Context: an optimization exercise on an open-source flow, tuned for small area and a short achievable clock period. The choices shown serve that exercise and are no tape-out recipe. RTL that was checked went through simulation tests only; none was proved equivalent to the original. Only the layout flow was run in runs 2 and 3; the RTL was not checked for function there. No activity file was given, so power comes from the tool's default toggle rates.

$ cat run.sh
#!/bin/bash
# synth_recipe.tcl (not shown) runs the flow's synth.tcl, then flattens the netlist and writes it again
# the make line also repeats each setting of config.mk as NAME=value (left out here)
make -C /OpenROAD-flow-scripts/flow DESIGN_CONFIG=/design/flow/config.mk WORK_HOME=/design/flow/orfs CLKGATE_MAP_FILE= SYNTH_SCRIPT=/design/flow/synth_recipe.tcl finish
$ cat config.mk
export PLATFORM = sky130hd
export DESIGN_NAME = inexact_filter
export DESIGN_NICKNAME = inexact_filter
export VERILOG_FILES = /design/flow/design.v
export SDC_FILE = /design/flow/constraint.sdc
export NUM_CORES = 4
export LEC_CHECK = 0
export CAP_MARGIN = 20
export CORE_MARGIN = 2
export CORE_UTILIZATION = 40
export SLEW_MARGIN = 20
$ cat constraint.sdc
create_clock -name core_clock -period 11.0 [get_ports {clk}]
set_input_delay 2.2000 -clock core_clock [delete_from_list [all_inputs] [get_ports {clk}]]
set_output_delay 2.2000 -clock core_clock [all_outputs]
set_load 0.01 [all_outputs]
$ cat design.v
`timescale 1ns / 1ps
module EC(
input H0,L0,EC_prev,H1,  
output EC_out,EC_next 
    );
wire w;  
assign w = ~(H0 | L0);
assign EC_next = (w & EC_prev);
assign EC_out = (EC_next & H1);
endmodule
`timescale 1ns / 1ps
module TBC(
input X0,X1,Y0,Y1,  
output H,L  
    );
assign H = ((X0) & (!Y1)) | (X1 & (!Y1)) | (X1 & (!Y0));
assign L = (!X1) & Y1;
endmodule
`timescale 1ns / 1ps
module mux8bit(
input sel,
input [7:0]I1,I0,
output [7:0]Y
    );
assign Y = sel ? I1 : I0;
endmodule
`timescale 1ns / 1ps
module TDS(
input [7:0]P0,P1,P2,
output [7:0]Min,Med,Max
    );
wire [20:0]w;
wire [5:0]EC_next;
wire [8:0]EC_out;
wire [2:0]mux_sel;
wire [7:0]Temp_max,Temp_min_1,Temp_min_2;
TBC TBC_1_MSB_67(.X0(P0[6]),.X1(P0[7]),.Y0(P1[6]),.Y1(P1[7]),.H(w[0]),.L(w[1]));
TBC TBC_1_BITS45(.X0(P0[4]),.X1(P0[5]),.Y0(P1[4]),.Y1(P1[5]),.H(w[2]),.L(w[3]));
TBC TBC_1_BITS23(.X0(P0[2]),.X1(P0[3]),.Y0(P1[2]),.Y1(P1[3]),.H(w[4]),.L(w[5]));
TBC TBC_1_LSB_01(.X0(P0[0]),.X1(P0[1]),.Y0(P1[0]),.Y1(P1[1]),.H(w[6]),.L());
EC EC_1_MSB_45(.H0(w[0]),.L0(w[1]),.EC_prev(1'b1),.H1(w[2]),.EC_next(EC_next[0]),.EC_out(EC_out[0]));
EC EC_1_BITS23(.H0(w[2]),.L0(w[3]),.EC_prev(EC_next[0]),.H1(w[4]),.EC_next(EC_next[1]),.EC_out(EC_out[1]));
EC EC_1_LSB_01(.H0(w[4]),.L0(w[5]),.EC_prev(EC_next[1]),.H1(w[6]),.EC_next(),.EC_out(EC_out[2]));
assign mux_sel[0] = EC_out[0] | EC_out[1] | EC_out[2] | w[0];  
mux8bit m_1_min(.sel(mux_sel[0]),.I1(P1),.I0(P0),.Y(Temp_min_1));
mux8bit m_1_max(.sel(mux_sel[0]),.I1(P0),.I0(P1),.Y(Temp_max));
TBC TBC_2_MSB_67(.X0(Temp_max[6]),.X1(Temp_max[7]),.Y0(P2[6]),.Y1(P2[7]),.H(w[7]),.L(w[8]));
TBC TBC_2_BITS45(.X0(Temp_max[4]),.X1(Temp_max[5]),.Y0(P2[4]),.Y1(P2[5]),.H(w[9]),.L(w[10]));
TBC TBC_2_BITS23(.X0(Temp_max[2]),.X1(Temp_max[3]),.Y0(P2[2]),.Y1(P2[3]),.H(w[11]),.L(w[12]));
TBC TBC_2_LSB_01(.X0(Temp_max[0]),.X1(Temp_max[1]),.Y0(P2[0]),.Y1(P2[1]),.H(w[13]),.L());
EC EC_2_MSB_45(.H0(w[7]),.L0(w[8]),.EC_prev(1'b1),.H1(w[9]),.EC_next(EC_next[2]),.EC_out(EC_out[3]));
EC EC_2_BITS23(.H0(w[9]),.L0(w[10]),.EC_prev(EC_next[2]),.H1(w[11]),.EC_next(EC_next[3]),.EC_out(EC_out[4]));
EC EC_2_LSB_01(.H0(w[11]),.L0(w[12]),.EC_prev(EC_next[3]),.H1(w[13]),.EC_next(),.EC_out(EC_out[5]));
assign mux_sel[1] = EC_out[3] | EC_out[4] | EC_out[5] | w[7];
mux8bit m_2_min(.sel(mux_sel[1]),.I1(P2),.I0(Temp_max),.Y(Temp_min_2));
mux8bit m_2_max(.sel(mux_sel[1]),.I1(Temp_max),.I0(P2),.Y(Max));  
TBC TBC_3_MSB_67(.X0(Temp_min_1[6]),.X1(Temp_min_1[7]),.Y0(Temp_min_2[6]),.Y1(Temp_min_2[7]),.H(w[14]),.L(w[15]));
TBC TBC_3_BITS45(.X0(Temp_min_1[4]),.X1(Temp_min_1[5]),.Y0(Temp_min_2[4]),.Y1(Temp_min_2[5]),.H(w[16]),.L(w[17]));
TBC TBC_3_BITS23(.X0(Temp_min_1[2]),.X1(Temp_min_1[3]),.Y0(Temp_min_2[2]),.Y1(Temp_min_2[3]),.H(w[18]),.L(w[19]));
TBC TBC_3_LSB_01(.X0(Temp_min_1[0]),.X1(Temp_min_1[1]),.Y0(Temp_min_2[0]),.Y1(Temp_min_2[1]),.H(w[20]),.L());
EC EC_3_MSB_45(.H0(w[14]),.L0(w[15]),.EC_prev(1'b1),.H1(w[16]),.EC_next(EC_next[4]),.EC_out(EC_out[6]));
EC EC_3_BITS23(.H0(w[16]),.L0(w[17]),.EC_prev(EC_next[4]),.H1(w[18]),.EC_next(EC_next[5]),.EC_out(EC_out[7]));
EC EC_3_LSB_01(.H0(w[18]),.L0(w[19]),.EC_prev(EC_next[5]),.H1(w[20]),.EC_next(),.EC_out(EC_out[8]));
assign mux_sel[2] = EC_out[6] | EC_out[7] | EC_out[8] | w[14];
mux8bit m_3_min(.sel(mux_sel[2]),.I1(Temp_min_2),.I0(Temp_min_1),.Y(Min));  
mux8bit m_3_max(.sel(mux_sel[2]),.I1(Temp_min_1),.I0(Temp_min_2),.Y(Med));  
endmodule
`timescale 1ns / 1ps
module inexact_filter
# (parameter COUNT= 256) 
(input [7:0] Pixel_in,
input  clk,
output [7:0] Median
);
    reg [7:0]  line_buff1 [COUNT-1:0];
    reg [7:0]  line_buff2 [COUNT-1:0];
    reg [7:0]  R1_Max,R1_Med,R1_Min,R2_Max,R2_Med,R2_Min,Buffer_reg;
    wire [7:0] Min,Max,Med,Last_Max,Last_Med,Last_Min;
    integer i;
    always @(posedge clk)begin
    Buffer_reg <= Pixel_in;
    end
    always @ (posedge clk)
    begin
    line_buff2[COUNT-1] <= Buffer_reg;
    line_buff1[COUNT-1] <= line_buff2[0];
    for ( i=0 ; i<COUNT-1; i=i+1 )
        line_buff2[i] <= line_buff2[i+1];
    for ( i=0 ; i<COUNT-1; i=i+1 )
         line_buff1[i] <= line_buff1[i+1];
    end 
    TDS tds1_1(.P0(line_buff1[0]),.P1(line_buff2[0]),.P2(Buffer_reg),.Min(Min),.Max(Max),.Med(Med));
    always @(posedge clk) begin
    R1_Max <= Max;
    R1_Med <= Med;
    R1_Min <= Min;
    end
    always @(posedge clk) begin
    R2_Max <= R1_Max;
    R2_Med <= R1_Med;
    R2_Min <= R1_Min;
    end
    TDS tds2_1(.P0(Max),.P1(R1_Max),.P2(R2_Max),.Min(Last_Min),.Max(),.Med());
    TDS tds2_2(.P0(Med),.P1(R1_Med),.P2(R2_Med),.Min(),.Max(),.Med(Last_Med));
    TDS tds2_3(.P0(Min),.P1(R1_Min),.P2(R2_Min),.Min(),.Max(Last_Max),.Med());
    TDS tds_f(.P0(Last_Min),.P1(Last_Med),.P2(Last_Max),.Min(),.Max(),.Med(Median));
    endmodule
==> metrics.cfg, run 1 <==
[run_status]
status=complete, no violations

[drt]
num_vias=34600
dr.pass1.iters=5
wl_per_cell_um=13.3
drc_errors=0
wl_um=118000
drtIter0Drc=1417
via_per_inst=3.91
antenna_left=0

[place]
detailed_place_hpwl_um=63800
dp_cells=8159
dpl_worst_slack_ns=0.00739
globalplace.congestion=0.764
numPortBuffers=16

[sta]
setup_ws_ns=0.339
fin_crit_ns=10.66
finalSetupTns_ns=0
worst_pin_slew_ns=0.640
finalSetupViolCount=0
holdWs_ns=0.256
slew-limit-headroom_pct=57.2
hold_viol_final=0
clock_skew_ns=0.0729
rsz0062_at_grt=true
fmaxAchievable_ghz=0.0938
min_period_over_period_pct=96.9
drv_slew=0

[synthesis]
ys_warn_count=5
synth-main-ff-cell=dfxtp_1
syn-cell-area_mm2=0.0886
synth.distinct_cells=103
syn_area_per_cell_um2=17.7
async_reset_ff_share_pct=0
synth_edf_count=0
ys_seq_area_share_pct=93.8
synthCells=5008
synth-seq-cells=4152
syn-num-nets=5017

[finish]
stdcell_count=8859
drive_above_1_share_pct=17.2
final_cell_mix=dfxtp_1 (4146), clkbuf_16 (381), buf_4 (246), nand2_1 (86), clkbuf_8 (79)
ff_latch_area_mm2=0.0831
mostFrequentLayoutCell=dfxtp_1
areaGrowthSynthToFinish_pct=21.1
multi_input_area_mm2=0.00550
num-nets-final=5625
reg.largest.list=line_buff1: 2048 flops, line_buff2: 2048 flops
fillCellCount=18400

[hold_path]
min_delay_path_depth=0
worstHoldStart=line_buff2[2][0]
hold-path-endpoint=line_buff2[1][0]
hp-class=reg -> reg

[clock_network]
clock_path_buffers=4
clkLatencyLatePin_ns=0.92
cts_hold_buf=0
cts_buffers=379
clkSinkCount=4152
cts_max_level=5
clkTransAtPathRegs_ns=0.06
cts_tree=done
cts_root_buffer=clkbuf_16

[global_route]
grt_pass1_wl_um=194000
track_usage_pct=10.6
grt_pass1_vias=35800
grt_max_degree=17
grt_overflow=0
antenna_found_initial=1

[run]
maxCapViolCount=0

[die]
pin_count=17
core_area_mm2=0.220
die_w_um=475
num_rows=172
dieArea_mm2=0.225
initial_core_util_pct=40.3
fp.dieH_um=475

[power_and_ir_drop]
power_density_mw_per_mm2=266
p_leak_nw=43.1
ir_drop_v=0.000212

[setup_path]
path_buf_inv=10
critPathCaptureType=primary output
reg2reg_depth=15
rr_startpoint=line_buff1[0][5]
reg2reg_slack_ns=7.46
crit_family=compound AO/OA/AOI/OAI gates
cp_slowest_stage_delay_ns=0.46
reg2reg_to=R1_Min[2]
crit_fanout=6
cp.arrival_ns=8.46
critPathSlowestCell=or4_1
cpMostUsedCell=buf_6
cp-start-kind=register
critPathKind=reg -> out
crit_required_ns=8.80

cells in the mapped netlist, types with 6 or more instances:
cell type	count	share of area, %
nor3_1	36	0.20
o21a_1	10	0.085
nor3b_1	6	0.051
or3_1	7	0.049
o21ai_1	12	0.068
dfxtp_1	4152	94
nand4_1	11	0.078
and2_1	14	0.099
clkbuf_1	28	0.12
a21oi_1	63	0.36
a31oi_1	15	0.11
and3_1	7	0.049
nand3_1	29	0.16
o22ai_1	16	0.11
a211o_1	6	0.059
nor2_1	81	0.34
nor4_1	6	0.042
mux2_2	19	0.24
nor2b_1	8	0.056
a211oi_1	13	0.11
o21bai_1	8	0.068
or2_2	9	0.064
o221ai_1	8	0.079
a221oi_1	10	0.099
a21o_1	7	0.059
inv_1	43	0.18
o21ai_0	62	0.35
nand2b_1	10	0.071
nand2_1	87	0.37
buf_2	14	0.079
a22oi_1	9	0.076
o211ai_1	18	0.15
mux2i_1	40	0.45
worst register-to-register path, cell delays in order, from the launching register on:
cell       delay, ns
dfxtp_4         0.37
a2bb2oi_4       0.16
o311ai_4        0.31
buf_12          0.16
o21ai_4         0.07
buf_8           0.14
mux2_4          0.33
a211o_4         0.35
nand2_4         0.16
or3b_1          0.16
buf_4           0.18
nand2_4         0.11
buf_4           0.17
o32ai_1         0.41
nor2_1          0.09
buf_4           0.18
report_power, final:
group | internal (W) | total (W) | switching (W) | leakage (nW)
sequential | 0.0151 | 0.0152 | 0.0000365 | 33.6
combinational | 0.000230 | 0.000477 | 0.000247 | 3.35
clock | 0.00772 | 0.0129 | 0.00516 | 6.19
total | 0.0231 | 0.0285 | 0.00544 | 43.1
timing repair:
action	in CTS	in global routing
buffers inserted	11	24
gates resized for setup	45	98
setup endpoints to repair	7	7
pin swaps	13	34
worst max-delay path by stage:
stage / to / cells past startpoint / start
floorplan: Median[1] / 29 / line_buff1[0][4]
global placement: Median[6] / 29 / line_buff2[0][7]
detailed placement: Median[6] / 30 / line_buff1[0][5]
CTS: Median[6] / 32 / line_buff1[0][5]
global route: Median[6] / 35 / line_buff1[0][7]
finish: Median[6] / 35 / line_buff1[0][5]
cell type report:
type | instances | area share [%]
Tap cell | 2958 | 3.45
Multi-Input combinational cell | 757 | 5.13
Sequential cell | 4152 | 77.5
Clock buffer | 532 | 10.2
Timing Repair Buffer | 280 | 2.05
Clock inverter | 133 | 1.58
Antenna cell | 1 | 0.00233
Inverter | 46 | 0.161
logic make-up after synthesis:
family          Yosys count  synth area share [%]
flops                  4152                  93.8
xor+xnor                  2                0.0198
compound gates          359                  3.02
buf+inv                  99                 0.494
fa+ha+maj                 1                0.0113
mux                      64                 0.775
simple gates            331                  1.85
metal layers:
metal,GRT usage [%],up-vias,wire (um)
met5,0,-,0
met4,4.34,0,3700
met3,2.95,295,5500
met2,14.6,536,46100
met1,15.7,16400,62300
li1,-,17400,-
through the flow:
stage / total power (W) / utilization (%) / area (um2)
after floorplan: 0.0157 / - / 88600
after global placement: 0.0159 / 42.7 / 93900
after detailed placement: 0.0159 / 42.7 / 93900
after CTS: 0.0289 / 48.5 / 107000
after global routing: 0.0296 / 48.8 / 107000
final: 0.0285 / 48.8 / 107000
==> run 2, diff against run 1 <==
--- a/design.v
+++ b/design.v
@@ -69,3 +69,3 @@
 module inexact_filter
-# (parameter COUNT= 256) 
+# (parameter COUNT = 256)  
 (input [7:0] Pixel_in,
@@ -74,34 +74,118 @@
 );
-    reg [7:0]  line_buff1 [COUNT-1:0];
-    reg [7:0]  line_buff2 [COUNT-1:0];
-    reg [7:0]  R1_Max,R1_Med,R1_Min,R2_Max,R2_Med,R2_Min,Buffer_reg;
-    wire [7:0] Min,Max,Med,Last_Max,Last_Med,Last_Min;
+    function cmp;
+        input [7:0] X, Y;
+        reg [3:0] H, L;
+        integer k;
+        begin
+            for (k = 0; k < 4; k = k + 1) begin
+                H[k] = (X[2*k] & ~Y[2*k+1]) | (X[2*k+1] & ~Y[2*k+1]) | (X[2*k+1] & ~Y[2*k]);
+                L[k] = ~X[2*k+1] & Y[2*k+1];
+            end
+            cmp = H[3] | (~(H[3] | L[3]) & H[2])
+                       | (~(H[3] | L[3]) & ~(H[2] | L[2]) & H[1])
+                       | (~(H[3] | L[3]) & ~(H[2] | L[2]) & ~(H[1] | L[1]) & H[0]);
+        end
+    endfunction
+    reg [7:0] lb [0:2*COUNT-2];
     integer i;
-    always @(posedge clk)begin
-    Buffer_reg <= Pixel_in;
+    always @(posedge clk) begin
+        lb[0] <= Pixel_in;
+        for (i = 1; i < 2*COUNT-1; i = i + 1)
+            lb[i] <= lb[i-1];
     end
-    always @ (posedge clk)
-    begin
-    line_buff2[COUNT-1] <= Buffer_reg;
-    line_buff1[COUNT-1] <= line_buff2[0];
-    for ( i=0 ; i<COUNT-1; i=i+1 )
-        line_buff2[i] <= line_buff2[i+1];
-    for ( i=0 ; i<COUNT-1; i=i+1 )
-         line_buff1[i] <= line_buff1[i+1];
-    end 
-    TDS tds1_1(.P0(line_buff1[0]),.P1(line_buff2[0]),.P2(Buffer_reg),.Min(Min),.Max(Max),.Med(Med));
+    wire [7:0] A = lb[2*COUNT-2];
+    wire [7:0] B = lb[COUNT-2];
+    wire       s0 = cmp(A, B);
+    reg  [7:0] T1, Tx;   
     always @(posedge clk) begin
-    R1_Max <= Max;
-    R1_Med <= Med;
-    R1_Min <= Min;
+        T1 <= s0 ? B : A;
+        Tx <= s0 ? A : B;
     end
+    reg [7:0] M1, D1, N1, M2, D2, N2;
+    reg [7:0] Med_r;
+    wire [7:0] X = Pixel_in;
+    wire [7:0] v [0:8];
+    assign v[0] = X;  assign v[1] = T1; assign v[2] = Tx;
+    assign v[3] = M1; assign v[4] = M2; assign v[5] = D1;
+    assign v[6] = D2; assign v[7] = N1; assign v[8] = N2;
+    wire [80:0] G;   
+    genvar gi, gj;
+    generate
+        for (gi = 0; gi < 9; gi = gi + 1) begin : gr
+            for (gj = 0; gj < 9; gj = gj + 1) begin : gc
+                assign G[9*gi+gj] = cmp(v[gi], v[gj]);
+            end
+        end
+    endgenerate
+    function icmp;
+        input [8:0] u, w;
+        input [80:0] g;
+        integer a, b;
+        begin
+            icmp = 1'b0;
+            for (a = 0; a < 9; a = a + 1)
+                for (b = 0; b < 9; b = b + 1)
+                    icmp = icmp | (u[a] & w[b] & g[9*a+b]);
+        end
+    endfunction
+    function [8:0] isel;
+        input s;
+        input [8:0] u, w;
+        isel = s ? u : w;
+    endfunction
+    function [26:0] itds;   
+        input [8:0] P0, P1, P2;
+        input [80:0] g;
+        reg t0, t1, t2;
+        reg [8:0] m1, mx, m2, mn, md, mxo;
+        begin
+            t0  = icmp(P0, P1, g);
+            m1  = isel(t0, P1, P0);
+            mx  = isel(t0, P0, P1);
+            t1  = icmp(mx, P2, g);
+            m2  = isel(t1, P2, mx);
+            mxo = isel(t1, mx, P2);
+            t2  = icmp(m1, m2, g);
+            mn  = isel(t2, m2, m1);
+            md  = isel(t2, m1, m2);
+            itds = {mn, md, mxo};
+        end
+    endfunction
+    localparam [8:0] IX = 9'd1, IT1 = 9'd2, ITx = 9'd4, IM1 = 9'd8, IM2 = 9'd16,
+                     ID1 = 9'd32, ID2 = 9'd64, IN1 = 9'd128, IN2 = 9'd256;
+    wire p = G[9*2+0];   
+    wire [8:0] cmx = p ? ITx : IX;
+    wire [8:0] ct2 = p ? IX : ITx;
+    wire q  = icmp(IT1, ct2, G);
+    wire [8:0] cmn = q ? ct2 : IT1;
+    wire [8:0] cmd = q ? IT1 : ct2;
+    wire [26:0] ra = itds(cmx, IM1, IM2, G);
+    wire [26:0] rb = itds(cmd, ID1, ID2, G);
+    wire [26:0] rc = itds(cmn, IN1, IN2, G);
+    wire [8:0] ia = ra[26:18];   
+    wire [8:0] ib = rb[17:9];    
+    wire [8:0] ic = rc[8:0];     
+    wire [26:0] rf = itds(ia, ib, ic, G);
+    wire [8:0] im = rf[17:9];
+    function [7:0] ival;
+        input [8:0] u;
+        input [71:0] vv;
+        integer a;
+        begin
+            ival = 8'd0;
+            for (a = 0; a < 9; a = a + 1)
+                ival = ival | ({8{u[a]}} & vv[8*a +: 8]);
+        end
+    endfunction
+    wire [71:0] vall = {N2, N1, D2, D1, M2, M1, Tx, T1, X};
     always @(posedge clk) begin
-    R2_Max <= R1_Max;
-    R2_Med <= R1_Med;
-    R2_Min <= R1_Min;
+        M1 <= ival(cmx, vall);
+        D1 <= ival(cmd, vall);
+        N1 <= ival(cmn, vall);
+        M2 <= M1;
+        D2 <= D1;
+        N2 <= N1;
+        Med_r <= ival(im, vall);
     end
-    TDS tds2_1(.P0(Max),.P1(R1_Max),.P2(R2_Max),.Min(Last_Min),.Max(),.Med());
-    TDS tds2_2(.P0(Med),.P1(R1_Med),.P2(R2_Med),.Min(),.Max(),.Med(Last_Med));
-    TDS tds2_3(.P0(Min),.P1(R1_Min),.P2(R2_Min),.Min(),.Max(Last_Max),.Med());
-    TDS tds_f(.P0(Last_Min),.P1(Last_Med),.P2(Last_Max),.Min(),.Max(),.Med(Median));
-    endmodule
+    assign Median = Med_r;
+endmodule
==> metrics.cfg, run 2 <==
[run_status]
status=complete, no violations

[synthesis]
ys_seq_area_share_pct=92.1
syn-cell-area_mm2=0.0904
yosysTopAreaCellShare_pct=92.1
synth_compound_area_share_pct=4.41
yosys.area_share.simple_pct=2.39
synth_common_cells=dfxtp_1 (4160), nand2_1 (130), o21ai_0 (96), a21oi_1 (89), nor2_1 (86)
synth-main-ff-cell=dfxtp_1
async_reset_ff_share_pct=0
synthMuxAreaShare_pct=0.379
synth-seq-cells=4160
synthCells=5314
syn_area_per_cell_um2=17.0
synth_most_common_cell=dfxtp_1
yosysTopAreaCell=dfxtp_1
syn-num-nets=5323
synth_top_cells_by_area=dfxtp_1 (92%), nand2_1 (0.54%), o21ai_0 (0.53%)
synth_xor_area_share_pct=0.0291
synth_edf_count=0
synth-adder-area-share_pct=0
ys_warn_count=2
synth.distinct_cells=105
synth_top_family_by_area=compound AO/OA/AOI/OAI gates

[hold_path]
hp-class=reg -> reg
min_delay_path_depth=0

[sta]
finalSetupViolCount=0
hold_viol_final=0
clock_skew_ns=0.0970
drv_slew=0
fin_crit_ns=8.63
finalSetupTns_ns=0
worst_pin_slew_ns=1.18
slew-limit-headroom_pct=20.6
setup_ws_ns=2.37
min_period_over_period_pct=78.4
holdWs_ns=0.254
rsz0062_at_grt=false
fmaxAchievable_ghz=0.116

[global_route]
grt_overflow=0
grt_max_degree=28
grt_pass1_wl_um=243000
antenna_found_initial=12
grt_pass1_vias=38200
track_usage_pct=14.0

[clock_network]
ctsResizeCount=0
cts_root_buffer=clkbuf_16
cts_max_level=5
clkSinkCount=4160
clkTransAtPathRegs_ns=0.06
postCtsSetupBuffers=0
cts_hold_buf=0
cts_buffers=377
clkLatencyLatePin_ns=0.95
clock_path_buffers=4
cts_tree=done

[run]
maxCapViolCount=0

[die]
die_w_um=479
core_area_mm2=0.225
num_rows=174
initial_core_util_pct=40.2
pin_count=17
dieArea_mm2=0.230
fp.dieH_um=479

[place]
dpl_worst_slack_ns=1.38
detailed_place_hpwl_um=92700
globalplace.congestion=0.879
dp_cells=8297
numPortBuffers=16

[power_and_ir_drop]
power.total_w=0.0290
p_leak_nw=42.5
power_density_mw_per_mm2=271
ir_drop_v=0.000144

[drt]
antenna_left=0
dr.pass1.iters=7
via_per_inst=4.17
wl_um=160000
wl_per_cell_um=17.9
drtIter0Drc=2208
drc_errors=0
num_vias=37300

[finish]
num-nets-final=5693
mostFrequentLayoutCell=dfxtp_1
largest_reg_flops=4088
drive_above_1_share_pct=12.6
largest-register=lb
areaGrowthSynthToFinish_pct=18.4
fillCellCount=18800
stdcell_count=8955
final_cell_mix=dfxtp_1 (4153), clkbuf_16 (380), nand2_1 (130), o21ai_0 (96), a21oi_1 (89)

[setup_path]
path_cells=clkdlybuf4s50_1 > and2_4 > o2111ai_2 > a31o_2 > nor2_1 > a32o_1 > a2111oi_4 > mux2i_1 > mux2_2 > and4_1 > buf_4 > nor3_2 > o211ai_1 > o31a_1 > nor3_1 > or2_1 > buf_4 > mux2_1 > o21ai_1 > a211o_1
cp.arrival_ns=9.45
cp-start-kind=primary input
reg2reg_depth=20
critPathCaptureType=register
cp_num_cells=20
crit_family=compound AO/OA/AOI/OAI gates
crit_required_ns=11.83
cp_slowest_stage_delay_ns=0.72
cpMostUsedCell=buf_4
critPathSlowestCell=nor3_2
crit_fanout=17
critPathKind=in -> reg
path_buf_inv=3

[run 2: cell count changes after synthesis, sizes merged, moves of 22 or more]
| cell | previous run | this run |
|---|---|---|
| a21oi | 66 | 89 |
| a22oi | 9 | 49 |
| clkbuf | 28 | 68 |
| mux2i | 42 | 11 |
| nand2 | 89 | 130 |
| nand2b | 10 | 38 |
| nor2b | 8 | 30 |
| o21ai | 80 | 104 |
[run 2: worst register-to-register path: stages (launching register included)]
cell and delay [ns]:
dfxtp_1 0.31, buf_4 0.34, inv_1 0.49, a221oi_2 0.49, a211o_1 0.53, nor2_1 0.33, a32o_1 0.38, a2111oi_4 0.69
mux2i_1 0.38, mux2_2 0.48, and4_1 0.44, buf_4 0.27, nor3_2 0.72, o211ai_1 0.18, o31a_1 0.16, nor3_1 0.32
or2_1 0.24, buf_4 0.21, mux2_1 0.34, o21ai_1 0.14, a211o_1 0.12
[run 2: path summary, 6_finish.rpt]
check,startpoint,end,slack (ns)
worst max-delay path,Pixel_in[5],Med_r[3],2.37
worst max register to register,T1[3],Med_r[3],3.31
worst min register to register,lb[336][3],lb[337][3],0.25
worst min-delay path,lb[336][3],lb[337][3],0.25
[run 2: layout make-up]
type	count	area, um2	share of cell area [%]
sequential	4160	83300	77.8
clock buffer	524	10800	10.1
multi-input combinational	1002	6520	6.09
tap	2992	3740	3.50
clock inverter	132	1760	1.64
timing repair buffer	91	718	0.671
inverter	52	195	0.182
antenna	2	5.00	0.00467
[run 2: through the flow]
step	cell area [um2]	utilization, %
finish	107000	47.7
global route	107000	47.6
CTS	107000	47.6
detailed placement	94500	42.0
global placement	94500	42.0
floorplan	90400	-
[run 2: layer usage]
layer	wire length (um)	part of all wire, %	track usage [%]	up-vias
met2	66600	42	20.3	831
met4	5770	3.6	5.87	0
met1	79500	50	20.0	18000
li1	-	-	-	18100
met3	8020	5.0	3.24	353
met5	0	0	0	-
[run 2: cells by family after synthesis]
kind of cell / Yosys count
buf+inv: 152
mux: 31
flops: 4160
compound gates: 544
xor+xnor: 3
simple gates: 424
[run 2: where the power goes]
part           total, W  switching [W]  internal [W]
clock            0.0129        0.00520       0.00772
combinational  0.000827       0.000537      0.000290
sequential       0.0152      0.0000779        0.0152
==> run 3, diff against run 2 <==
--- a/config.mk
+++ b/config.mk
@@ -7,2 +7,3 @@
 export LEC_CHECK = 0
+export ABC_CLOCK_PERIOD_IN_PS = 2000
 export CAP_MARGIN = 20
@@ -10,2 +11,3 @@
 export CORE_UTILIZATION = 40
+export SETUP_SLACK_MARGIN = 5
 export SLEW_MARGIN = 20
==> metrics.cfg, run 3 <==
[sta]
worst_pin_slew_ns=1.05
rsz0062_at_grt=true
clock_skew_ns=0.0971
drv_slew=0
finalSetupViolCount=0
fin_crit_ns=6.62
min_period_over_period_pct=60.2
hold_viol_final=0
fmaxAchievable_ghz=0.151
slew-limit-headroom_pct=30.2
finalSetupTns_ns=0

[setup_path]
critPathCaptureType=register
cp-start-kind=primary input
cp.arrival_ns=7.37
crit_required_ns=11.75
critPathKind=in -> reg
crit_fanout=7

[clock_network]
cts_tree=done
clock_path_buffers=4
clkLatencyLatePin_ns=0.96
clkTransAtPathRegs_ns=0.06
cts_buffers=382
clkSinkCount=4160
cts_root_buffer=clkbuf_16
cts_max_level=5

[power_and_ir_drop]
ir_drop_v=0.000134
p_leak_nw=43.1
power_density_mw_per_mm2=270

[place]
numPortBuffers=16
globalplace.congestion=0.857
detailed_place_hpwl_um=91100

[synthesis]
ys_warn_count=2
synth_top_cells_by_area=dfxtp_1 (92%), nand2_1 (0.54%), o21ai_0 (0.53%)
yosysTopAreaCellShare_pct=92.1
synth_common_cells=dfxtp_1 (4160), nand2_1 (130), o21ai_0 (96), a21oi_1 (89), nor2_1 (86)
synth.distinct_cells=105
yosysTopAreaCell=dfxtp_1
synth_edf_count=0
synthCells=5314
synth-main-ff-cell=dfxtp_1
syn-cell-area_mm2=0.0904
syn_area_per_cell_um2=17.0
syn-num-nets=5323
synth_most_common_cell=dfxtp_1
async_reset_ff_share_pct=0
ys_seq_area_share_pct=92.1
synth-seq-cells=4160

[global_route]
antenna_found_initial=8
track_usage_pct=14.1
grt_pass1_vias=38800
grt_max_degree=26
grt_overflow=0
grt_pass1_wl_um=246000

[finish]
final_core_util_pct=48.2
fillCellCount=18800
areaGrowthSynthToFinish_pct=19.9
num-nets-final=5759
drive_above_1_share_pct=14.7
largest-register=lb
final_cell_mix=dfxtp_1 (4153), clkbuf_16 (386), nand2_1 (127), buf_4 (125), o21ai_0 (95)
largest_reg_flops=4088
mostFrequentLayoutCell=dfxtp_1

[die]
pin_count=17
num_rows=174
dieArea_mm2=0.230
fp.dieH_um=479
initial_core_util_pct=40.2
core_area_mm2=0.225
die_w_um=479

[drt]
drc_errors=0
num_vias=37900
wl_um=161000
drtIter0Drc=2287
wl_per_cell_um=17.8
antenna_left=0
dr.pass1.iters=7
via_per_inst=4.19

[run_status]
status=complete, no violations

[hold_path]
hp-class=reg -> reg

[run]
maxCapViolCount=0

-- run 3: changes by cell type in the layout (fill, tap and decap cells not counted), moves of 6 or more --
cell / delta
clkbuf_1: +17
buf_6: +8
clkbuf_16: +6
buf_4: +50
clkdlybuf4s50_1: -7
a211oi_1: -6
clkbuf_8: +11
-- run 3: cell type report --
| class | count | area [um2] | share of cell area (%) |
|---|---|---|---|
| Multi-Input combinational cell | 1003 | 7060 | 6.52 |
| Inverter | 52 | 200 | 0.185 |
| Antenna cell | 2 | 5.00 | 0.00462 |
| Tap cell | 2992 | 3740 | 3.45 |
| Clock buffer | 557 | 11200 | 10.3 |
| Timing Repair Buffer | 151 | 1310 | 1.21 |
| Clock inverter | 120 | 1610 | 1.49 |
| Sequential cell | 4160 | 83300 | 76.8 |
-- run 3: kinds of logic (layout without fill, tap and decap cells) --
| family | Yosys count | count (layout) | synth area share (%) |
|---|---|---|---|
| flops | 4160 | 4160 | 92.1 |
| compound gates | 544 | 544 | 4.41 |
| simple gates | 424 | 425 | 2.39 |
| buf+inv | 152 | 880 | 0.696 |
| mux | 31 | 31 | 0.379 |
| xor+xnor | 3 | 3 | 0.0291 |
| other cells | 0 | 2 | 0 |
-- run 3: power by group --
part / internal [W] / leakage [nW] / total, W / switching [W]
clock network: 0.00780 / 6.28 / 0.0130 / 0.00523
registers: 0.0152 / 33.7 / 0.0153 / 0.0000898
logic: 0.000423 / 3.16 / 0.00102 / 0.000601
total: 0.0234 / 43.1 / 0.0293 / 0.00592
-- run 3: worst max-delay path, cell delays in order --
cell       delay [ns]
buf_4            0.18
buf_12           0.15
buf_4            0.16
a21boi_0         0.15
a2111oi_2        0.40
o22ai_4          0.20
buf_4            0.18
nand3_1          0.13
o211ai_1         0.15
mux2i_4          0.27
and2_4           0.24
buf_4            0.13
o31a_1           0.42
or2_2            0.20
o2111ai_1        0.12
mux2i_1          0.34
o221ai_4         0.16
a32oi_2          0.25
o2111ai_4        0.20
or2_4            0.31
o311a_4          0.36
a22o_1           0.24
a211o_1          0.22
-- run 3: timing repair --
action / 4_1_cts / 5_1_grt
pin swaps: 35 / 5
setup endpoints to repair: 8 / 8
gates cloned: 1 / 1
gates resized for setup: 152 / 17
hold buffers: 0 / 0
setup buffers: 51 / 15
-- run 3: worst paths after layout --
kind                             startpoint    endpoint  slack, ns  cells past startpoint
worst max-delay path            Pixel_in[1]    Med_r[6]       4.38                     23
worst min-delay path             lb[224][5]  lb[225][5]       0.25                      0
worst max register to register        T1[7]    Med_r[6]       4.55                     20
worst min register to register   lb[224][5]  lb[225][5]       0.25                      0
-- run 3: routing by layer --
| metal | track usage, % | share of wire, % | vias up |
|---|---|---|---|
| met5 | 0 | 0.0075 | - |
| met4 | 6.16 | 3.8 | 2 |
| met3 | 3.24 | 5.3 | 367 |
| met2 | 20.9 | 42 | 876 |
| met1 | 19.8 | 48 | 18400 |
| li1 | - | - | 18200 |
-- run 3: per-stage QoR --
step	total power, W	instance area (um2)	setup WS, ns	instances	hold slack [ns]
floorplan	0.0160	90600	4.04	5314	0.310
global placement	0.0164	94500	1.02	8290	0.310
detailed placement	0.0164	94500	1.01	8290	0.312
CTS	0.0297	108000	4.47	9019	0.242
global route	0.0304	108000	4.30	9035	0.239
finish	0.0293	108000	4.38	9037	0.247
==> run 4, diff against run 3 <==
--- a/design.v
+++ b/design.v
@@ -99,2 +99,3 @@
     reg  [7:0] T1, Tx;   
+    reg        r;        
     always @(posedge clk) begin
@@ -102,2 +103,3 @@
         Tx <= s0 ? A : B;
+        r  <= s0 ? cmp(B, A) : cmp(A, B);
     end
@@ -155,16 +157,38 @@
                      ID1 = 9'd32, ID2 = 9'd64, IN1 = 9'd128, IN2 = 9'd256;
-    wire p = G[9*2+0];   
+    wire p = G[9*2+0];
+    wire q = G[9*1+0];
     wire [8:0] cmx = p ? ITx : IX;
-    wire [8:0] ct2 = p ? IX : ITx;
-    wire q  = icmp(IT1, ct2, G);
-    wire [8:0] cmn = q ? ct2 : IT1;
-    wire [8:0] cmd = q ? IT1 : ct2;
-    wire [26:0] ra = itds(cmx, IM1, IM2, G);
-    wire [26:0] rb = itds(cmd, ID1, ID2, G);
-    wire [26:0] rc = itds(cmn, IN1, IN2, G);
-    wire [8:0] ia = ra[26:18];   
-    wire [8:0] ib = rb[17:9];    
-    wire [8:0] ic = rc[8:0];     
-    wire [26:0] rf = itds(ia, ib, ic, G);
-    wire [8:0] im = rf[17:9];
+    wire [8:0] cmd = p ? (q ? IT1 : IX) : (r ? IT1 : ITx);
+    wire [8:0] cmn = p ? (q ? IX : IT1) : (r ? ITx : IT1);
+    wire [8:0] md0 = r ? IT1 : ITx;
+    wire [8:0] mn0 = r ? ITx : IT1;
+    wire [26:0] raK  = itds(ITx, IM1, IM2, G);
+    wire [26:0] rbK0 = itds(md0, ID1, ID2, G);
+    wire [26:0] rcK0 = itds(mn0, IN1, IN2, G);
+    wire [26:0] rbK1 = itds(IT1, ID1, ID2, G);
+    wire [26:0] rcK1 = itds(IT1, IN1, IN2, G);
+    wire [8:0] aK  = raK[26:18];
+    wire [8:0] bK0 = rbK0[17:9];
+    wire [8:0] cK0 = rcK0[8:0];
+    wire [8:0] bK1 = rbK1[17:9];
+    wire [8:0] cK1 = rcK1[8:0];
+    wire [26:0] raX = itds(IX, IM1, IM2, G);
+    wire [26:0] rbX = itds(IX, ID1, ID2, G);
+    wire [26:0] rcX = itds(IX, IN1, IN2, G);
+    wire [8:0] aX = raX[26:18];
+    wire [8:0] bX = rbX[17:9];
+    wire [8:0] cX = rcX[8:0];
+    wire [26:0] f0X  = itds(IX,  bK0, cK0, G);
+    wire [26:0] f0M1 = itds(IM1, bK0, cK0, G);
+    wire [26:0] f0M2 = itds(IM2, bK0, cK0, G);
+    wire [8:0] m0 = aX[0] ? f0X[17:9] : (aX[3] ? f0M1[17:9] : f0M2[17:9]);
+    wire [26:0] f1X  = itds(aK, bK1, IX,  G);
+    wire [26:0] f1N1 = itds(aK, bK1, IN1, G);
+    wire [26:0] f1N2 = itds(aK, bK1, IN2, G);
+    wire [8:0] m1 = cX[0] ? f1X[17:9] : (cX[7] ? f1N1[17:9] : f1N2[17:9]);
+    wire [26:0] f2X  = itds(aK, IX,  cK1, G);
+    wire [26:0] f2D1 = itds(aK, ID1, cK1, G);
+    wire [26:0] f2D2 = itds(aK, ID2, cK1, G);
+    wire [8:0] m2 = bX[0] ? f2X[17:9] : (bX[5] ? f2D1[17:9] : f2D2[17:9]);
+    wire [8:0] im = p ? (q ? m1 : m2) : m0;
     function [7:0] ival;
==> flow/run.sh (new file) <==
#!/bin/bash
set -euo pipefail
MARGIN=${MARGIN:-7.5}
bash standard.sh SETUP_SLACK_MARGIN=$MARGIN finish > standard_flow.log 2>&1
==> standard.sh (new file) <==
#!/bin/bash
# synth_recipe.tcl (not shown) runs the flow's synth.tcl, then flattens the netlist and writes it again
# the make line also repeats each setting of config.mk as NAME=value (left out here)
make -C /OpenROAD-flow-scripts/flow DESIGN_CONFIG=/design/flow/config.mk WORK_HOME=/design/flow/orfs CLKGATE_MAP_FILE= SYNTH_SCRIPT=/design/flow/synth_recipe.tcl "${@:-finish}"
removed: run.sh
==> metrics.cfg, run 4 <==
[place]
globalplace.congestion=0.883
detailed_place_hpwl_um=113000
numPortBuffers=16

[sta]
hold_viol_final=0
min_period_over_period_pct=49.3
drv_slew=0
clock_skew_ns=0.104
slew-limit-headroom_pct=23.3
worst_pin_slew_ns=1.15
finalSetupTns_ns=0
finalSetupViolCount=0
fmaxAchievable_ghz=0.184
fin_crit_ns=5.42
rsz0062_at_grt=true
holdWs_ns=0.246

[die]
num_rows=177
die_w_um=486
pin_count=17
fp.dieH_um=486
core_area_mm2=0.232
initial_core_util_pct=40.1
dieArea_mm2=0.237

[power_and_ir_drop]
power_density_mw_per_mm2=255
p_leak_nw=44.7
ir_drop_v=0.000151

[synthesis]
syn_area_per_cell_um2=16.3
yosysTopAreaCellShare_pct=89.5
synth_most_common_cell=dfxtp_1
synth_top_cells_by_area=dfxtp_1 (89%), nand2_1 (0.66%), nor2_1 (0.50%)
synth_edf_count=0
synthCells=5709
synth.distinct_cells=115
synth-seq-cells=4161
ys_seq_area_share_pct=89.5
synth-main-ff-cell=dfxtp_1
syn-num-nets=5718
syn-cell-area_mm2=0.0931
synth_common_cells=dfxtp_1 (4161), nand2_1 (164), nor2_1 (124), o21ai_0 (91), a21oi_1 (90)
async_reset_ff_share_pct=0
ys_warn_count=2
yosysTopAreaCell=dfxtp_1

[setup_path]
reg2reg_depth=18
cp-start-kind=primary input
crit_required_ns=11.75
reg2reg_slack_ns=5.65
critPathKind=in -> reg
critPathCaptureType=register
rr_startpoint=T1[1]
crit_fanout=7
cp.arrival_ns=6.18
reg2reg_to=Med_r[4]

[finish]
drive_above_1_share_pct=17.8
largest-register=lb
final_cell_mix=dfxtp_1 (4134), clkbuf_16 (387), buf_4 (165), nand2_1 (145), nor2_1 (109)
num-nets-final=6217
ff_latch_area_mm2=0.0834
largest_reg_flops=4088
areaGrowthSynthToFinish_pct=21.3
fillCellCount=19400
multi_input_area_mm2=0.0105
mostFrequentLayoutCell=dfxtp_1

[global_route]
antenna_found_initial=8
grt_pass1_vias=42700
track_usage_pct=15.7
grt_overflow=0
grt_pass1_wl_um=279000
grt_max_degree=34

[hold_path]
min_delay_path_depth=0
hp-class=reg -> reg
worstHoldStart=lb[491][3]
hold-path-endpoint=lb[492][3]

[clock_network]
clock_path_buffers=4
clkLatencyLatePin_ns=0.96
clkSinkCount=4161
cts_root_buffer=clkbuf_16
cts_max_level=5
cts_hold_buf=0
cts_tree=done
clkTransAtPathRegs_ns=0.06
cts_buffers=377

[drt]
drtIter0Drc=2494
wl_um=186000
via_per_inst=4.41
wl_per_cell_um=19.5
num_vias=42100
drc_errors=0
dr.pass1.iters=5
antenna_left=0

[run]
maxCapViolCount=0

[run_status]
status=complete, no violations

## run 4: cell types whose count changed after synthesis, sizes merged, moves of 16 or more
cell,change
a22oi,-19
o211ai,+19
o21a,+18
nor2,+38
buf,+16
nand3,+23
nor3,+18
nand2,+35
## run 4: worst max-delay path by stage
stage	slack [ns]	from	end	depth (start not counted)
2_1_floorplan	5.42	Pixel_in[1]	Med_r[1]	15
3_3_place_gp	3.08	Pixel_in[5]	Med_r[2]	16
3_5_place_dp	3.31	Pixel_in[5]	Med_r[0]	15
4_1_cts	5.70	Pixel_in[1]	Med_r[7]	19
5_1_grt	5.49	N2[5]	Med_r[3]	18
6_report	5.58	Pixel_in[1]	Med_r[3]	21
## run 4: final cells by class
class | count | share of cell area (%)
diodes | 3 | 0.00665
flip-flops and latches | 4161 | 73.8
well taps | 3043 | 3.37
inverters | 60 | 0.248
clock buffers | 550 | 9.93
multi-input cells | 1372 | 9.31
repair buffers | 236 | 2.06
clock inverters | 119 | 1.25
## run 4: worst max-delay path, cell delays in order
cell and delay, ns:
buf_8 0.10, buf_12 0.13, a21boi_4 0.13, or4_1 0.54, a22o_1 0.22, a22oi_2 0.17, buf_6 0.17, nor2_4 0.05
buf_4 0.16, nand2_1 0.10, and3_4 0.24, nand4_1 0.14, a31oi_2 0.25, and2_4 0.20, and4_4 0.22, nor4_4 0.04
buf_12 0.14, buf_12 0.12, a221o_1 0.36, a2111oi_2 0.30, o221ai_1 0.17
## run 4: cell families (layout without fill, tap and decap cells)
family	after synthesis	in the layout	share of synthesized area, %
AOI/OAI and AO/OA	721	721	5.96
and+or+nand+nor	624	625	3.46
other	0	3	0
DFF	4161	4161	89.5
xor gates and xnor gates	2	2	0.0188
buffers and inverters	177	965	0.790
muxes	24	24	0.281
## run 4: stage by stage
stage / power, W / instance area [um2] / std cells / setup WS [ns] / util, %
2_1_floorplan: 0.0158 / 93200 / 5709 / 5.42 / -
3_3_place_gp: 0.0161 / 97400 / 8741 / 3.08 / 41.9
3_5_place_dp: 0.0161 / 97400 / 8742 / 3.31 / 42.0
4_1_cts: 0.0292 / 112000 / 9519 / 5.70 / 48.4
5_1_grt: 0.0298 / 113000 / 9541 / 5.49 / 48.6
6_report: 0.0288 / 113000 / 9544 / 5.58 / 48.6
## run 4: metal layers
metal	GRT usage, %	vias up	wire (um)
met3	3.56	384	10000
met4	6.54	2	7030
li1	-	20100	-
met2	22.1	1031	74900
met5	0	-	13
met1	23.3	20600	93900
## run 4: power breakdown
group	internal [W]	total [W]	switching, W
Clock	0.00768	0.0129	0.00518
Sequential	0.0152	0.0152	0.0000495
Combinational	0.000261	0.000713	0.000452
## run 4: what timing repair did
action                                  CTS  global route
pin swaps                                69            38
endpoints found under the setup margin   39            36
gates resized for setup                 389            71
cloned                                    3             2
setup buffers                           105            20
==> run 5, diff against run 4 <==
==> run.sh (new file) <==
#!/bin/bash
# synth_recipe.tcl (not shown) runs the flow's synth.tcl, then flattens the netlist and writes it again
# the make line also repeats each setting of config.mk as NAME=value (left out here)
make -C /OpenROAD-flow-scripts/flow DESIGN_CONFIG=/design/flow/config.mk WORK_HOME=/design/flow/orfs CLKGATE_MAP_FILE= SYNTH_SCRIPT=/design/flow/synth_recipe.tcl finish
removed: flow/run.sh
removed: standard.sh
==> metrics.cfg, run 5 <==
[finish]
final_core_util_pct=47.7
final_cell_mix=dfxtp_1 (4146), clkbuf_16 (381), nand2_1 (158), buf_4 (126), nor2_1 (116)
largest_reg_flops=4088
areaGrowthSynthToFinish_pct=19.0
largest-register=lb
num-nets-final=6131
mostFrequentLayoutCell=dfxtp_1
drive_above_1_share_pct=14.4

[drt]
drtIter0Drc=2651
drc_errors=0
dr.pass1.iters=6
antenna_left=0
num_vias=41800
wl_per_cell_um=19.8
wl_um=187000
via_per_inst=4.42

[setup_path]
cp-start-kind=register
critPathCaptureType=register
critPathKind=reg -> reg
reg2reg_to=Med_r[4]
reg2reg_depth=17
rr_startpoint=T1[3]
cp.arrival_ns=6.65
reg2reg_slack_ns=5.09
crit_fanout=33
crit_required_ns=11.74

[synthesis]
yosysTopAreaCellShare_pct=89.5
synthCells=5709
synth_common_cells=dfxtp_1 (4161), nand2_1 (164), nor2_1 (124), o21ai_0 (91), a21oi_1 (90)
synth_edf_count=0
async_reset_ff_share_pct=0
synth-main-ff-cell=dfxtp_1
syn-num-nets=5718
synth-seq-cells=4161
yosysTopAreaCell=dfxtp_1
syn-cell-area_mm2=0.0931
ys_seq_area_share_pct=89.5
syn_area_per_cell_um2=16.3
ys_warn_count=2
synth.distinct_cells=115
synth_most_common_cell=dfxtp_1
synth_top_cells_by_area=dfxtp_1 (89%), nand2_1 (0.66%), nor2_1 (0.50%)

[die]
dieArea_mm2=0.237
core_area_mm2=0.232
initial_core_util_pct=40.1
num_rows=177
fp.dieH_um=486
die_w_um=486
pin_count=17

[sta]
hold_viol_final=0
worst_pin_slew_ns=1.08
min_period_over_period_pct=53.7
fin_crit_ns=5.91
finalSetupTns_ns=0
slew-limit-headroom_pct=26.8
drv_slew=0
clock_skew_ns=0.106
setup_ws_ns=5.09
finalSetupViolCount=0
rsz0062_at_grt=false
fmaxAchievable_ghz=0.169

[global_route]
grt_pass1_wl_um=280000
antenna_found_initial=12
grt_overflow=0
track_usage_pct=15.8
grt_max_degree=34
grt_pass1_vias=42700

[run_status]
status=complete, no violations

[place]
globalplace.congestion=0.893
detailed_place_hpwl_um=115000
dpl_worst_slack_ns=3.20
numPortBuffers=16

[clock_network]
cts_hold_buf=0
clkLatencyLatePin_ns=0.97
cts_max_level=5
clkTransAtPathRegs_ns=0.06
cts_root_buffer=clkbuf_16
clock_path_buffers=4
clkSinkCount=4161
cts_buffers=376
cts_tree=done

[hold_path]
hold-path-endpoint=lb[259][1]
min_delay_path_depth=0
worstHoldStart=lb[258][1]
hp-class=reg -> reg

[power_and_ir_drop]
p_leak_nw=43.8
ir_drop_v=0.000161
power_density_mw_per_mm2=258

[run]
maxCapViolCount=0

run 5: cells by family (layout without fill, tap and decap cells):
| logic type | count (synthesis) | after routing | share of synthesized area [%] |
|---|---|---|---|
| DFF | 4161 | 4161 | 89.5 |
| buffers and inverters | 177 | 865 | 0.790 |
| AOI/OAI and AO/OA | 721 | 721 | 5.96 |
| muxes | 24 | 24 | 0.281 |
| and+or+nand+nor | 624 | 624 | 3.46 |
| other | 0 | 6 | 0 |
| xor gates and xnor gates | 2 | 2 | 0.0188 |
run 5: final cells by class:
type | count | area, um2
clock inverters | 102 | 1270
multi-input cells | 1371 | 9680
diodes | 6 | 15.0
flip-flops and latches | 4161 | 83300
repair buffers | 152 | 1260
well taps | 3043 | 3810
inverters | 60 | 241
clock buffers | 551 | 11100
fillers | 19500 | 121000
run 5: per-layer routing:
layer | wire length [um] | part of all wire, % | global-route usage, % | vias to the layer above
li1 | - | - | - | 19900
met1 | 93700 | 50 | 23.3 | 20500
met2 | 77000 | 41 | 22.9 | 1045
met3 | 9800 | 5.2 | 3.34 | 371
met4 | 6220 | 3.3 | 5.84 | 2
met5 | 13 | 0.0070 | 0 | -
run 5: where the power goes:
| group | internal, W | total [W] | switching (W) |
|---|---|---|---|
| clock network | 0.00759 | 0.0127 | 0.00513 |
| registers | 0.0152 | 0.0152 | 0.0000455 |
| logic | 0.000186 | 0.000596 | 0.000410 |
| total | 0.0229 | 0.0285 | 0.00558 |
run 5: through the flow:
stage	std cells	cell area, um2	hold slack [ns]	total power [W]
3_3_place_gp	8754	97400	0.310	0.0161
4_1_cts	9427	110000	0.266	0.0289
5_1_grt	9441	111000	0.256	0.0296
2_1_floorplan	5709	93100	0.310	0.0158
3_5_place_dp	8756	97400	0.312	0.0161
6_report	9446	111000	0.258	0.0285
run 5: timing repair:
item / in CTS / in global routing
setup endpoints to repair: 8 / 8
buffers inserted: 18 / 12
gates cloned: 0 / 1
hold endpoints to repair: 0 / 0
pin swaps: 15 / 11
resized for setup: 88 / 61
run 5: critical path, cell delays in order, from the launching register on:
cell and delay, ns:
dfxtp_2 0.33, buf_6 0.36, nand2_1 0.34, a2111oi_4 0.62, o21a_4 0.32, nor3_1 0.09, or4_4 0.47, a21o_1 0.27
or3_1 0.43, or4_4 0.47, a311oi_4 0.42, nand4b_2 0.24, a21oi_2 0.26, o2111a_1 0.25, nor4_2 0.05, buf_4 0.21
a2111oi_2 0.38, o221ai_1 0.20
run 5: worst max path at each step:
| stage | from | slack, ns | depth (start not counted) | endpoint |
|---|---|---|---|---|
| after floorplan | Pixel_in[1] | 5.22 | 17 | Med_r[0] |
| after detailed placement | Pixel_in[5] | 3.20 | 17 | Med_r[4] |
| after global routing | N1[3] | 5.00 | 18 | Med_r[7] |
| after global placement | Pixel_in[5] | 3.11 | 17 | Med_r[4] |
| final | T1[3] | 5.09 | 17 | Med_r[4] |
| after CTS | N2[5] | 5.01 | 18 | Med_r[4] |

## static timing again, ports no longer ideal
In the flow no input, the clock included, has a driving cell. The finished layouts below were timed again as built, in two steps.
Step 1 sets driving cells, clkbuf_16 on the clock port and buf_2 on the other inputs (assumed; they add their load-dependent delay and slew).
Step 2 adds t to the input delays and takes it off the output delays; t is the mean of the earliest and latest rising clock arrival at the registers after step 1. Input paths then give back, and output paths get back, about the clock's delay inside the block.
a / b / c = ideal / step 1 / step 2; a / b = the first two.
| run | shift t [ns] | setup slack, ns | slew at the worst register clock pin (ns) | worst data-port slew with drivers (ns) |
|---|---|---|---|---|
| run 1 | 0.962 | 0.339 / 0.259 / 1.221 | 0.07 / 0.07 | 0.04 |
| run 2 | 1.006 | 2.374 / 2.416 / 1.409 | 0.07 / 0.07 | 0.20 |
| run 3 | 0.994 | 4.381 / 4.254 / 3.260 | 0.07 / 0.07 | 0.29 |
| run 4 | 0.997 | 5.576 / 5.625 / 4.628 | 0.08 / 0.08 | 0.05 |
| run 5 | 0.995 | 5.092 / 5.092 / 4.193 | 0.07 / 0.07 | 0.04 |
After both steps setup and hold are still met in every run listed. The setup slack of run 3, which loses most, moves by -0.127 ns with the drivers and by -1.121 ns with both steps.
